Source: an optimization exercise on an open RTL-to-GDS flow (aim: small area). Production flows keep margins and buffers that such runs may drop. The RTL was checked by simulation tests, not by an equivalence proof against the original design. Power and IR drop assume default switching activity.

## synth
module synth
(
    input FPGA_CLK,
    input RESET,
    input UART_RXD,
    output UART_TXD,
    output SVNSEG_DIG1,
    output SVNSEG_DIG2,
    output SVNSEG_DIG3,
    output SVNSEG_DIG4,
    output SVNSEG_SEG0,
    output SVNSEG_SEG1,
    output SVNSEG_SEG2,
    output SVNSEG_SEG3,
    output SVNSEG_SEG4,
    output SVNSEG_SEG5,
    output SVNSEG_SEG6,
    output SVNSEG_SEG7,
    output BEEP
);
==> module svnseg_controller, before the edit <==
module svnseg_controller(
    input clk,
    input rst,
    input [7:0] num,
    output dig1,
    output dig2,
    output dig3,
    output dig4,
    output seg0,
    output seg1,
    output seg2,
    output seg3,
    output seg4,
    output seg5,
    output seg6,
    output seg7);
    localparam [12:0] POL = 13'b1010101010101;
    reg [12:0] q;
    wire [12:0] s = q ^ POL;
    wire tick = (s == 13'd0);
    always @(posedge clk)
        if (rst)
            q <= POL;
        else
            q <= {s[11:0], s[12] ^ s[3] ^ s[2] ^ s[0] ^ (s[11:0] == 0)} ^ POL;
    reg [1:0] shown;
    reg blank;
    reg [3:0] nib;
    wire [1:0] shown_n = shown + 2'd1;
    always @(posedge clk) begin
        if (rst) begin
            shown <= 2'd3;
            blank <= 1'b1;
            nib <= 4'h0;
        end else if (tick) begin
            shown <= shown_n;
            blank <= 1'b0;
            nib <= (shown_n == 2'd0) ? num[3:0] : (shown_n == 2'd1) ? num[7:4] : 4'h0;
        end
    end
    wire [6:0] svn;
    num_to_svnseg decode(
        .in(nib),
        .out(svn));
    assign dig1 = blank || shown != 2'd0;
    assign dig2 = blank || shown != 2'd1;
    assign dig3 = blank || shown != 2'd2;
    assign dig4 = blank || shown != 2'd3;
    assign {seg0, seg1, seg2, seg3, seg4, seg5, seg6} = blank ? 7'h7F : svn;
    assign seg7 = 1'b1;
endmodule
==> module tonegen, before the edit <==
module tonegen
(
    input clk,
    input rst,
    input [7:0] data,
    input data_valid,
    output signal
);
    localparam [18:0] TPOL = 19'b0000000000000000000;
    localparam [18:0] T0 = 19'b1100010010001100001;
    localparam [23:0] MPOL = 24'b010101010101010101010101;
    localparam [23:0] M1 = 24'b000000000000000000000001;
    localparam [23:0] MT = 24'b101011001111010011100010;
    reg [3:0] idx;
    reg [18:0] tq;
    reg waveform;
    reg mute;
    reg [23:0] mq;
    wire [18:0] ts = tq ^ TPOL;
    wire [23:0] ms = mq ^ MPOL;
    wire key = (data[7:5] == 3'b011) && ((!data[1] && data[2] && !data[3]) || (data[0] && !data[1] && !data[3] && !data[4]) || (data[0] && data[1] && !data[3] && data[4]) || (data[0] && !data[1] && !data[2] && data[3] && data[4]) || (data[2] && !data[3] && !data[4]) || (data[1] && !data[2] && data[3] && !data[4]) || (!data[0] && !data[2] && data[3] && !data[4]));
    wire [3:0] idx_n = key ? {data[4], data[2:0]} : 4'b0001;
    wire [18:0] target;
    assign target[0] = (!idx[2]) || (idx[0] && !idx[3]) || (idx[1] && !idx[3]);
    assign target[1] = (!idx[2]) || (!idx[0] && !idx[1]);
    assign target[2] = (!idx[3]) || (idx[1]) || (!idx[0]);
    assign target[3] = (idx[0] && !idx[1]) || (!idx[1] && !idx[3]) || (!idx[2] && !idx[3]);
    assign target[4] = !((idx[1] && !idx[2]) || (idx[0] && idx[2] && idx[3]) || (!idx[0] && !idx[3]));
    assign target[5] = (!idx[0] && !idx[1] && !idx[2]) || (!idx[0] && idx[3]) || (idx[0] && idx[2] && !idx[3]);
    assign target[6] = (!idx[2]) || (!idx[0]) || (idx[1] && idx[3]);
    assign target[7] = !((idx[3]) || (idx[1] && idx[2]));
    assign target[8] = (!idx[1] && !idx[2] && !idx[3]) || (!idx[0] && idx[1]);
    assign target[9] = (!idx[0] && idx[2]) || (idx[0] && !idx[1] && !idx[2]);
    assign target[10] = (idx[3]) || (idx[0]);
    assign target[11] = !((!idx[1] && !idx[3]) || (!idx[0] && !idx[2]));
    assign target[12] = !((!idx[1] && idx[3]) || (!idx[0] && !idx[1] && !idx[2]) || (idx[0] && idx[1] && idx[2] && !idx[3]));
    assign target[13] = (!idx[0] && idx[3]) || (idx[0] && idx[1] && idx[2]) || (!idx[1] && !idx[2]);
    assign target[14] = (idx[0] && idx[1] && idx[2] && !idx[3]) || (idx[0] && !idx[1] && idx[2] && idx[3]) || (!idx[1] && !idx[2] && !idx[3]);
    assign target[15] = (idx[0] && !idx[1] && !idx[2]) || (idx[3]);
    assign target[16] = 1'b1;
    assign target[17] = !((!idx[0]) || (!idx[1] && idx[2]));
    assign target[18] = (!idx[0] && !idx[1] && idx[2]) || (idx[3]) || (idx[0] && idx[1] && !idx[2]);
    wire start = data_valid;
    wire expire = (ms == MT);
    wire mute_n = !start && (mute || expire);
    wire match = (ts == target);
    always @(posedge clk) begin
        if (start || mute)
            mq <= M1 ^ MPOL;
        else
            mq <= {ms[22:0], ms[23] ^ ms[22] ^ ms[21] ^ ms[16]} ^ MPOL;
        if (rst) begin
            idx <= 4'b0001;
            tq <= T0 ^ TPOL;
            waveform <= 1'b0;
            mute <= 1'b1;
        end else begin
            if (start)
                idx <= idx_n;
            mute <= mute_n;
            if (!mute_n) begin
                if (match) begin
                    tq <= T0 ^ TPOL;
                    waveform <= !waveform;
                end else
                    tq <= {ts[17:0], ts[18] ^ ts[10] ^ ts[5] ^ ts[1] ^ (ts[17:0] == 0)} ^ TPOL;
            end
        end
    end
    assign signal = !mute && waveform;
endmodule
clock: 10.0 ns
lec_check: 0
cap_margin: 20
core_margin: 2
core_utilization: 40
cts_buf_list: sky130_fd_sc_hd__clkbuf_8
slew_margin: 20
standard.sh (not shown) runs the stock make flow with config.mk's settings and CLKGATE_MAP_FILE= SYNTH_SCRIPT=/design/flow/synth_recipe.tcl, a recipe that flattens the netlist after the stock synthesis.
==> flow/flow/run.sh <==
#!/bin/bash
# Own layout flow: the standard synthesis, then its combinational logic mapped
# again for area (registers untouched), then the standard layout steps
# with buf_1 port buffers and a clkbuf_8 clock tree without dummy loads.
# Each tool's full output goes to a log file of its own in this folder.
set -euo pipefail
W=$(pwd)
F=$W/flow
R=$W/orfs/results/sky130hd/synth/base
LIB=$FLOW_HOME/platforms/sky130hd/lib/sky130_fd_sc_hd__tt_025C_1v80.lib

bash standard.sh synth > $W/log_1_standard_synth.log 2>&1
cp $R/1_2_yosys.v $W/standard_1_2_yosys.v

python3 $F/mkcells.py $LIB $W/comb_cells.v > $W/log_2_mkcells.log 2>&1
# eight ABC runs with different deepsyn seeds; keep the smallest netlist
for k in 1 2 3 4 5 6 7 8; do
  sed "s/&deepsyn -T 60/\&deepsyn -T 60 -S $k/" $F/area.abc > $W/area_$k.abc
  LIB=$LIB IN=$W/standard_1_2_yosys.v OUT=$W/remapped_$k.v CELLS=$W/comb_cells.v ABCSCRIPT=$W/area_$k.abc \
    yosys -c $F/remap.tcl > $W/log_3_remap_$k.log 2>&1 &
done
wait
best=$(for k in 1 2 3 4 5 6 7 8; do
  a=$(grep "Chip area" $W/remapped_$k.v.stat | awk '{print $NF}')
  [ -n "$a" ] && echo "$a $k"
done | sort -g | head -1 | awk '{print $2}')
echo "chosen remap $best" > $W/log_3_remap_choice.log
cp $W/remapped_$best.v $W/remapped.v
cp $W/remapped.v $R/1_2_yosys.v
rm -f $R/1_synth.odb $R/1_synth.sdc

bash standard.sh finish \
  "BUFFER_PORTS_ARGS=-buffer_cell sky130_fd_sc_hd__buf_1" \
  "CTS_ARGS=-sink_clustering_enable -repair_clock_nets -dont_use_dummy_load -buf_list sky130_fd_sc_hd__clkbuf_8" \
  > $W/log_4_standard_finish.log 2>&1
Other scripts of this flow, unchanged in this note and not shown: flow/flow/area.abc, flow/flow/mkcells.py, flow/flow/remap.tcl
==> next run, changes <==
--- a/flow/design.v
+++ b/flow/design.v
@@ -40,19 +40,20 @@
     reg [3:0] nib;
     wire [1:0] shown_n = shown + 2'd1;
     always @(posedge clk) begin
         if (rst) begin
             shown <= 2'd3;
             blank <= 1'b1;
-            nib <= 4'h0;
         end else if (tick) begin
             shown <= shown_n;
             blank <= 1'b0;
-            nib <= (shown_n == 2'd0) ? num[3:0] : (shown_n == 2'd1) ? num[7:4] : 4'h0;
         end
     end
+    always @(posedge clk)
+        if (tick)
+            nib <= (shown_n == 2'd0) ? num[3:0] : (shown_n == 2'd1) ? num[7:4] : 4'h0;
     wire [6:0] svn;
     num_to_svnseg decode(
         .in(nib),
         .out(svn));
     assign dig1 = blank || shown != 2'd0;
     assign dig2 = blank || shown != 2'd1;
@@ -226,20 +227,19 @@
     wire match = (ts == target);
     always @(posedge clk) begin
         if (start || mute)
             mq <= M1 ^ MPOL;
         else
             mq <= {ms[22:0], ms[23] ^ ms[22] ^ ms[21] ^ ms[16]} ^ MPOL;
+        if (start)
+            idx <= idx_n;
         if (rst) begin
-            idx <= 4'b0001;
             tq <= T0 ^ TPOL;
             waveform <= 1'b0;
             mute <= 1'b1;
         end else begin
-            if (start)
-                idx <= idx_n;
             mute <= mute_n;
             if (!mute_n) begin
                 if (match) begin
                     tq <= T0 ^ TPOL;
                     waveform <= !waveform;
                 end else
What happened:
- power rose by a few percent
- worst setup slack degrades by 330 ps
- synthesized cell count fell by a few percent
- clock skew rose by 18 ps
- sequential share of layout area rose by 1.3 points
- clock power hardly moves
- final area rose slightly
- via count fell slightly
- fmax fell by a little under a tenth
- flip-flop and latch count does not change


== the reference run ==
The RTL this note starts from:
==> flow/design.v <==
module num_to_svnseg(
    input [3:0] in,
    output [6:0] out);
    localparam [15:0] SEG6 = 16'b1101_0111_1110_1101;   
    localparam [15:0] SEG5 = 16'b0010_0111_1001_1111;   
    localparam [15:0] SEG4 = 16'b0010_1111_1111_1011;   
    localparam [15:0] SEG3 = 16'b0111_1011_0110_1101;   
    localparam [15:0] SEG2 = 16'b1111_1101_0100_0101;   
    localparam [15:0] SEG1 = 16'b1101_1111_0111_0001;   
    localparam [15:0] SEG0 = 16'b1110_1111_0111_1100;   
    assign out = ~{SEG6[in], SEG5[in], SEG4[in], SEG3[in], SEG2[in], SEG1[in], SEG0[in]};
endmodule
module svnseg_controller(
    input clk,
    input rst,
    input [7:0] num,
    output dig1,
    output dig2,
    output dig3,
    output dig4,
    output seg0,
    output seg1,
    output seg2,
    output seg3,
    output seg4,
    output seg5,
    output seg6,
    output seg7);
    localparam [12:0] POL = 13'b1010101010101;
    reg [12:0] q;
    wire [12:0] s = q ^ POL;
    wire tick = (s == 13'd0);
    always @(posedge clk)
        if (rst)
            q <= POL;
        else
            q <= {s[11:0], s[12] ^ s[3] ^ s[2] ^ s[0] ^ (s[11:0] == 0)} ^ POL;
    reg [1:0] shown;
    reg blank;
    reg [3:0] nib;
    wire [1:0] shown_n = shown + 2'd1;
    always @(posedge clk) begin
        if (rst) begin
            shown <= 2'd3;
            blank <= 1'b1;
            nib <= 4'h0;
        end else if (tick) begin
            shown <= shown_n;
            blank <= 1'b0;
            nib <= (shown_n == 2'd0) ? num[3:0] : (shown_n == 2'd1) ? num[7:4] : 4'h0;
        end
    end
    wire [6:0] svn;
    num_to_svnseg decode(
        .in(nib),
        .out(svn));
    assign dig1 = blank || shown != 2'd0;
    assign dig2 = blank || shown != 2'd1;
    assign dig3 = blank || shown != 2'd2;
    assign dig4 = blank || shown != 2'd3;
    assign {seg0, seg1, seg2, seg3, seg4, seg5, seg6} = blank ? 7'h7F : svn;
    assign seg7 = 1'b1;
endmodule
module uart_rx(
    input clk,
    input rst,
    input uart_rxd,
    output data_valid,
    output reg [7:0] data);
    localparam [8:0] POL = 9'b101010101;
    localparam [8:0] S0 = 9'b000000001;
    localparam [8:0] S216 = 9'b001101011;
    localparam [8:0] T = 9'b011101101;
    localparam [3:0] IDLE = 4'd0, DV = 4'd1, START = 4'd2, STOP1 = 4'd3, STOP2 = 4'd4;
    reg [3:0] state;
    reg [8:0] q;
    wire [8:0] s = q ^ POL;
    wire [8:0] s_step = {s[7:0], s[8] ^ s[4]};
    wire term = (s == T);
    reg [3:0] state_n;
    reg [8:0] s_n;
    always @(*) begin
        state_n = state;
        s_n = s_step;
        if (state[3]) begin
            if (term) begin
                s_n = S0;
                state_n = (state[2:0] == 3'd7) ? STOP1 : state + 4'd1;
            end
        end else
        case (state)
            START: if (term) begin
                s_n = S0;
                state_n = uart_rxd ? IDLE : 4'b1000;
            end
            STOP1: if (term) begin
                s_n = S216;
                state_n = STOP2;
            end
            STOP2: if (term)
                state_n = DV;
            default: begin
                s_n = S216;
                state_n = uart_rxd ? IDLE : START;
            end
        endcase
    end
    always @(posedge clk) begin
        q <= s_n ^ POL;
        if (rst)
            state <= IDLE;
        else
            state <= state_n;
        if (rst)
            data <= 8'h00;
        else if (state[3] && term)
            data[state[2:0]] <= uart_rxd;
    end
    assign data_valid = (state == DV);
endmodule
module uart_tx(
    input clk,
    input rst,
    input data_valid,
    input [7:0] data,
    output reg uart_txd_n);
    localparam [8:0] POL = 9'b101010101;
    localparam [8:0] S0 = 9'b000000001;
    localparam [8:0] T = 9'b011101101;
    localparam [3:0] IDLE = 4'd0, START = 4'd1, STOP = 4'd2;
    reg [3:0] state;
    reg [8:0] q;
    wire [8:0] s = q ^ POL;
    wire [8:0] s_step = {s[7:0], s[8] ^ s[4]};
    wire term = (s == T);
    wire first = (s == S0);
    reg [3:0] state_n;
    reg [8:0] s_n;
    reg tx_n;
    always @(*) begin
        state_n = state;
        s_n = s_step;
        tx_n = 1'b1;
        if (state[3]) begin
            tx_n = first ? data[state[2:0]] : !uart_txd_n;
            if (term) begin
                s_n = S0;
                state_n = (state[2:0] == 3'd7) ? STOP : state + 4'd1;
            end
        end else
        case (state)
            START: begin
                tx_n = 1'b0;
                if (term) begin
                    s_n = S0;
                    state_n = 4'b1000;
                end
            end
            STOP: if (term)
                state_n = IDLE;
            default: begin
                s_n = S0;
                state_n = data_valid ? START : IDLE;
            end
        endcase
    end
    always @(posedge clk) begin
        q <= s_n ^ POL;
        if (rst) begin
            state <= IDLE;
            uart_txd_n <= 1'b0;
        end else begin
            state <= state_n;
            uart_txd_n <= !tx_n;
        end
    end
endmodule
module tonegen
(
    input clk,
    input rst,
    input [7:0] data,
    input data_valid,
    output signal
);
    localparam [18:0] TPOL = 19'b1010101010101010101;
    localparam [18:0] T0 = 19'b1000100100011000011;
    localparam [23:0] MPOL = 24'b010101010101010101010101;
    localparam [23:0] M1 = 24'b000000000000000000000001;
    localparam [23:0] MT = 24'b101011001111010011100010;
    reg [3:0] idx;
    reg [18:0] tq;
    reg waveform;
    reg mute;
    reg [23:0] mq;
    wire [18:0] ts = tq ^ TPOL;
    wire [23:0] ms = mq ^ MPOL;
    wire key = (data[7:5] == 3'b011) && ((!data[1] && data[2] && !data[3]) || (data[0] && !data[1] && !data[3] && !data[4]) || (data[0] && data[1] && !data[3] && data[4]) || (data[0] && !data[1] && !data[2] && data[3] && data[4]) || (data[2] && !data[3] && !data[4]) || (data[1] && !data[2] && data[3] && !data[4]) || (!data[0] && !data[2] && data[3] && !data[4]));
    wire [3:0] idx_n = key ? {data[4], data[2:0]} : 4'b0001;
    wire [18:0] target;
    assign target[0] = !((!idx[1] && !idx[3]) || (idx[2]));
    assign target[1] = (!idx[2]) || (idx[0] && !idx[3]) || (idx[1] && !idx[3]);
    assign target[2] = (!idx[2]) || (!idx[0] && !idx[1]);
    assign target[3] = (!idx[3]) || (idx[1]) || (!idx[0]);
    assign target[4] = (idx[0] && !idx[1]) || (!idx[1] && !idx[3]) || (!idx[2] && !idx[3]);
    assign target[5] = !((idx[1] && !idx[2]) || (idx[0] && idx[2] && idx[3]) || (!idx[0] && !idx[3]));
    assign target[6] = (!idx[0] && !idx[1] && !idx[2]) || (!idx[0] && idx[3]) || (idx[0] && idx[2] && !idx[3]);
    assign target[7] = (!idx[2]) || (!idx[0]) || (idx[1] && idx[3]);
    assign target[8] = !((idx[3]) || (idx[1] && idx[2]));
    assign target[9] = (!idx[1] && !idx[2] && !idx[3]) || (!idx[0] && idx[1]);
    assign target[10] = (!idx[0] && idx[2]) || (idx[0] && !idx[1] && !idx[2]);
    assign target[11] = (idx[3]) || (idx[0]);
    assign target[12] = !((!idx[1] && !idx[3]) || (!idx[0] && !idx[2]));
    assign target[13] = !((!idx[1] && idx[3]) || (!idx[0] && !idx[1] && !idx[2]) || (idx[0] && idx[1] && idx[2] && !idx[3]));
    assign target[14] = (!idx[0] && idx[3]) || (idx[0] && idx[1] && idx[2]) || (!idx[1] && !idx[2]);
    assign target[15] = (idx[0] && idx[1] && idx[2] && !idx[3]) || (idx[0] && !idx[1] && idx[2] && idx[3]) || (!idx[1] && !idx[2] && !idx[3]);
    assign target[16] = (idx[0] && !idx[1] && !idx[2]) || (idx[3]);
    assign target[17] = 1'b1;
    assign target[18] = !((!idx[0]) || (!idx[1] && idx[2]));
    wire start = data_valid;
    wire expire = (ms == MT);
    wire mute_n = !start && (mute || expire);
    wire match = (ts == target);
    always @(posedge clk) begin
        if (start || mute)
            mq <= M1 ^ MPOL;
        else
            mq <= {ms[22:0], ms[23] ^ ms[22] ^ ms[21] ^ ms[16]} ^ MPOL;
        if (rst) begin
            idx <= 4'b0001;
            tq <= T0 ^ TPOL;
            waveform <= 1'b0;
            mute <= 1'b1;
        end else begin
            if (start)
                idx <= idx_n;
            mute <= mute_n;
            if (!mute_n) begin
                if (match) begin
                    tq <= T0 ^ TPOL;
                    waveform <= !waveform;
                end else
                    tq <= {ts[17:0], ts[18] ^ ts[10] ^ ts[5] ^ ts[1] ^ (ts[17:0] == 0)} ^ TPOL;
            end
        end
    end
    assign signal = !mute && waveform;
endmodule
module synth
(
    input FPGA_CLK,
    input RESET,
    input UART_RXD,
    output UART_TXD,
    output SVNSEG_DIG1,
    output SVNSEG_DIG2,
    output SVNSEG_DIG3,
    output SVNSEG_DIG4,
    output SVNSEG_SEG0,
    output SVNSEG_SEG1,
    output SVNSEG_SEG2,
    output SVNSEG_SEG3,
    output SVNSEG_SEG4,
    output SVNSEG_SEG5,
    output SVNSEG_SEG6,
    output SVNSEG_SEG7,
    output BEEP
);
    wire rx = !UART_RXD;
    wire valid;
    wire [7:0] data_byte;
    uart_rx uart_rx_inst
    (
        .clk(FPGA_CLK),
        .rst(RESET),
        .uart_rxd(rx),
        .data(data_byte),
        .data_valid(valid)
    );
    uart_tx uart_tx_inst
    (
        .clk(FPGA_CLK),
        .rst(RESET),
        .data(data_byte),
        .data_valid(valid),
        .uart_txd_n(UART_TXD)
    );
    svnseg_controller controller_inst
    (
        .clk(FPGA_CLK),
        .rst(RESET),
        .num(data_byte),
        .dig1(SVNSEG_DIG1),
        .dig2(SVNSEG_DIG2),
        .dig3(SVNSEG_DIG3),
        .dig4(SVNSEG_DIG4),
        .seg0(SVNSEG_SEG0),
        .seg1(SVNSEG_SEG1),
        .seg2(SVNSEG_SEG2),
        .seg3(SVNSEG_SEG3),
        .seg4(SVNSEG_SEG4),
        .seg5(SVNSEG_SEG5),
        .seg6(SVNSEG_SEG6),
        .seg7(SVNSEG_SEG7)
    );
    tonegen tonegen_inst
    (
        .clk(FPGA_CLK),
        .rst(RESET),
        .data(data_byte),
        .data_valid(valid),
        .signal(BEEP)
    );
endmodule
clock: 10.0 ns
lec_check: 0
cap_margin: 20
core_margin: 2
core_utilization: 40
slew_margin: 20
run.sh (not shown) runs the stock make flow with config.mk's settings and CLKGATE_MAP_FILE= SYNTH_SCRIPT=/design/flow/synth_recipe.tcl, a recipe that flattens the netlist after the stock synthesis.
Stock flow here: none of the scripts above is used.
Having completed the whole flow, the reference run delivered a layout that passed the timing, design-rule and antenna checks.
> inputs changed (the reference run -> the trial run)
diff --git a/flow/design.v b/flow/design.v
--- a/flow/design.v
+++ b/flow/design.v
@@ -182,54 +182,55 @@
     input [7:0] data,
     input data_valid,
     output signal
 );
     localparam [18:0] TPOL = 19'b1010101010101010101;
-    localparam [18:0] T0 = 19'b1000100100011000011;
+    localparam [18:0] T0 = 19'b0000000000000000000;
     localparam [23:0] MPOL = 24'b010101010101010101010101;
     localparam [23:0] M1 = 24'b000000000000000000000001;
     localparam [23:0] MT = 24'b101011001111010011100010;
     reg [3:0] idx;
     reg [18:0] tq;
     reg waveform;
     reg mute;
     reg [23:0] mq;
     wire [18:0] ts = tq ^ TPOL;
     wire [23:0] ms = mq ^ MPOL;
-    wire key = (data[7:5] == 3'b011) && ((!data[1] && data[2] && !data[3]) || (data[0] && !data[1] && !data[3] && !data[4]) || (data[0] && data[1] && !data[3] && data[4]) || (data[0] && !data[1] && !data[2] && data[3] && data[4]) || (data[2] && !data[3] && !data[4]) || (data[1] && !data[2] && data[3] && !data[4]) || (!data[0] && !data[2] && data[3] && !data[4]));
-    wire [3:0] idx_n = key ? {data[4], data[2:0]} : 4'b0001;
+    reg [3:0] idx_n;
+    always @(*)
+        case (data)
+            8'h77: idx_n = 4'd1;
+            8'h73: idx_n = 4'd2;
+            8'h65: idx_n = 4'd3;
+            8'h64: idx_n = 4'd4;
+            8'h66: idx_n = 4'd5;
+            8'h74: idx_n = 4'd6;
+            8'h67: idx_n = 4'd7;
+            8'h79: idx_n = 4'd8;
+            8'h68: idx_n = 4'd9;
+            8'h75: idx_n = 4'd10;
+            8'h6A: idx_n = 4'd11;
+            8'h6B: idx_n = 4'd12;
+            default: idx_n = 4'd0;
+        endcase
+    localparam [303:0] TT = 304'h0daef5d10e7002a41bb409940c9c1e7ae43f04c0f0751346f24be5a104bc16a4ed05f9f3eeed;
     wire [18:0] target;
-    assign target[0] = !((!idx[1] && !idx[3]) || (idx[2]));
-    assign target[1] = (!idx[2]) || (idx[0] && !idx[3]) || (idx[1] && !idx[3]);
-    assign target[2] = (!idx[2]) || (!idx[0] && !idx[1]);
-    assign target[3] = (!idx[3]) || (idx[1]) || (!idx[0]);
-    assign target[4] = (idx[0] && !idx[1]) || (!idx[1] && !idx[3]) || (!idx[2] && !idx[3]);
-    assign target[5] = !((idx[1] && !idx[2]) || (idx[0] && idx[2] && idx[3]) || (!idx[0] && !idx[3]));
-    assign target[6] = (!idx[0] && !idx[1] && !idx[2]) || (!idx[0] && idx[3]) || (idx[0] && idx[2] && !idx[3]);
-    assign target[7] = (!idx[2]) || (!idx[0]) || (idx[1] && idx[3]);
-    assign target[8] = !((idx[3]) || (idx[1] && idx[2]));
-    assign target[9] = (!idx[1] && !idx[2] && !idx[3]) || (!idx[0] && idx[1]);
-    assign target[10] = (!idx[0] && idx[2]) || (idx[0] && !idx[1] && !idx[2]);
-    assign target[11] = (idx[3]) || (idx[0]);
-    assign target[12] = !((!idx[1] && !idx[3]) || (!idx[0] && !idx[2]));
-    assign target[13] = !((!idx[1] && idx[3]) || (!idx[0] && !idx[1] && !idx[2]) || (idx[0] && idx[1] && idx[2] && !idx[3]));
-    assign target[14] = (!idx[0] && idx[3]) || (idx[0] && idx[1] && idx[2]) || (!idx[1] && !idx[2]);
-    assign target[15] = (idx[0] && idx[1] && idx[2] && !idx[3]) || (idx[0] && !idx[1] && idx[2] && idx[3]) || (!idx[1] && !idx[2] && !idx[3]);
-    assign target[16] = (idx[0] && !idx[1] && !idx[2]) || (idx[3]);
-    assign target[17] = 1'b1;
-    assign target[18] = !((!idx[0]) || (!idx[1] && idx[2]));
+    genvar gi;
+    generate for (gi = 0; gi < 19; gi = gi + 1) begin : tgt
+        assign target[gi] = TT[gi * 16 + idx];
+    end endgenerate
     wire start = data_valid;
     wire expire = (ms == MT);
     wire mute_n = !start && (mute || expire);
     wire match = (ts == target);
     always @(posedge clk) begin
         if (start || mute)
             mq <= M1 ^ MPOL;
         else
             mq <= {ms[22:0], ms[23] ^ ms[22] ^ ms[21] ^ ms[16]} ^ MPOL;
         if (rst) begin
-            idx <= 4'b0001;
+            idx <= 4'd0;
             tq <= T0 ^ TPOL;
             waveform <= 1'b0;
             mute <= 1'b1;
         end else begin
             if (start)
@@ -238,11 +239,11 @@
             if (!mute_n) begin
                 if (match) begin
                     tq <= T0 ^ TPOL;
                     waveform <= !waveform;
                 end else
-                    tq <= {ts[17:0], ts[18] ^ ts[10] ^ ts[5] ^ ts[1] ^ (ts[17:0] == 0)} ^ TPOL;
+                    tq <= {ts[17:0], ts[18] ^ ts[5] ^ ts[1] ^ ts[0] ^ (ts[17:0] == 0)} ^ TPOL;
             end
         end
     end
     assign signal = !mute && waveform;
 endmodule
Findings:
Core utilization: the trial run vs the reference run up 0.21 points
Number of antenna violations at the first check in global routing came out exactly the same in the reference run and the trial run.
The trial run against the reference run: reported clock group power fell by about 20%, wire length of the first global-routing pass rose by 6.7%, number of buffer and inverter stages on the critical path stayed essentially flat.

==> separate check: timing with driven ports <==
Ports are ideal in the flow. The routed layouts listed here were re-timed in OpenROAD. Step 1 (the two cells are an assumption about what drives the block):
set clk [get_ports {FPGA_CLK}]
set_driving_cell -lib_cell sky130_fd_sc_hd__clkbuf_16 $clk
set_driving_cell -lib_cell sky130_fd_sc_hd__buf_2 [delete_from_list [all_inputs] $clk]
Step 2 adds t to the input delays and takes it off the output delays; t is the mean of the earliest and latest rising clock arrival at the registers after step 1. Input paths then give back, and output paths get back, about the clock's delay inside the block. a / b / c = ideal / step 1 / step 2; a / b = the first two.
| run | shift t [ns] | setup slack, ns | worst hold slack (ns) |
|---|---|---|---|
| the first run of note 1 | 0.380 | 6.416 / 6.385 / 6.271 | 0.373 / 0.373 / 0.373 |
| the second run of note 1 | 0.378 | 6.089 / 6.055 / 5.851 | 0.363 / 0.363 / 0.363 |
| the reference run | 0.371 | 5.926 / 5.888 / 6.071 | 0.379 / 0.379 / 0.379 |
| the trial run | 0.378 | 5.680 / 5.642 / 6.020 | 0.379 / 0.379 / 0.379 |
After both steps setup and hold are still met in every run listed. For the second run of note 1, which loses most, drivers alone change the setup slack by -0.034 ns; drivers and shift together by -0.238 ns.
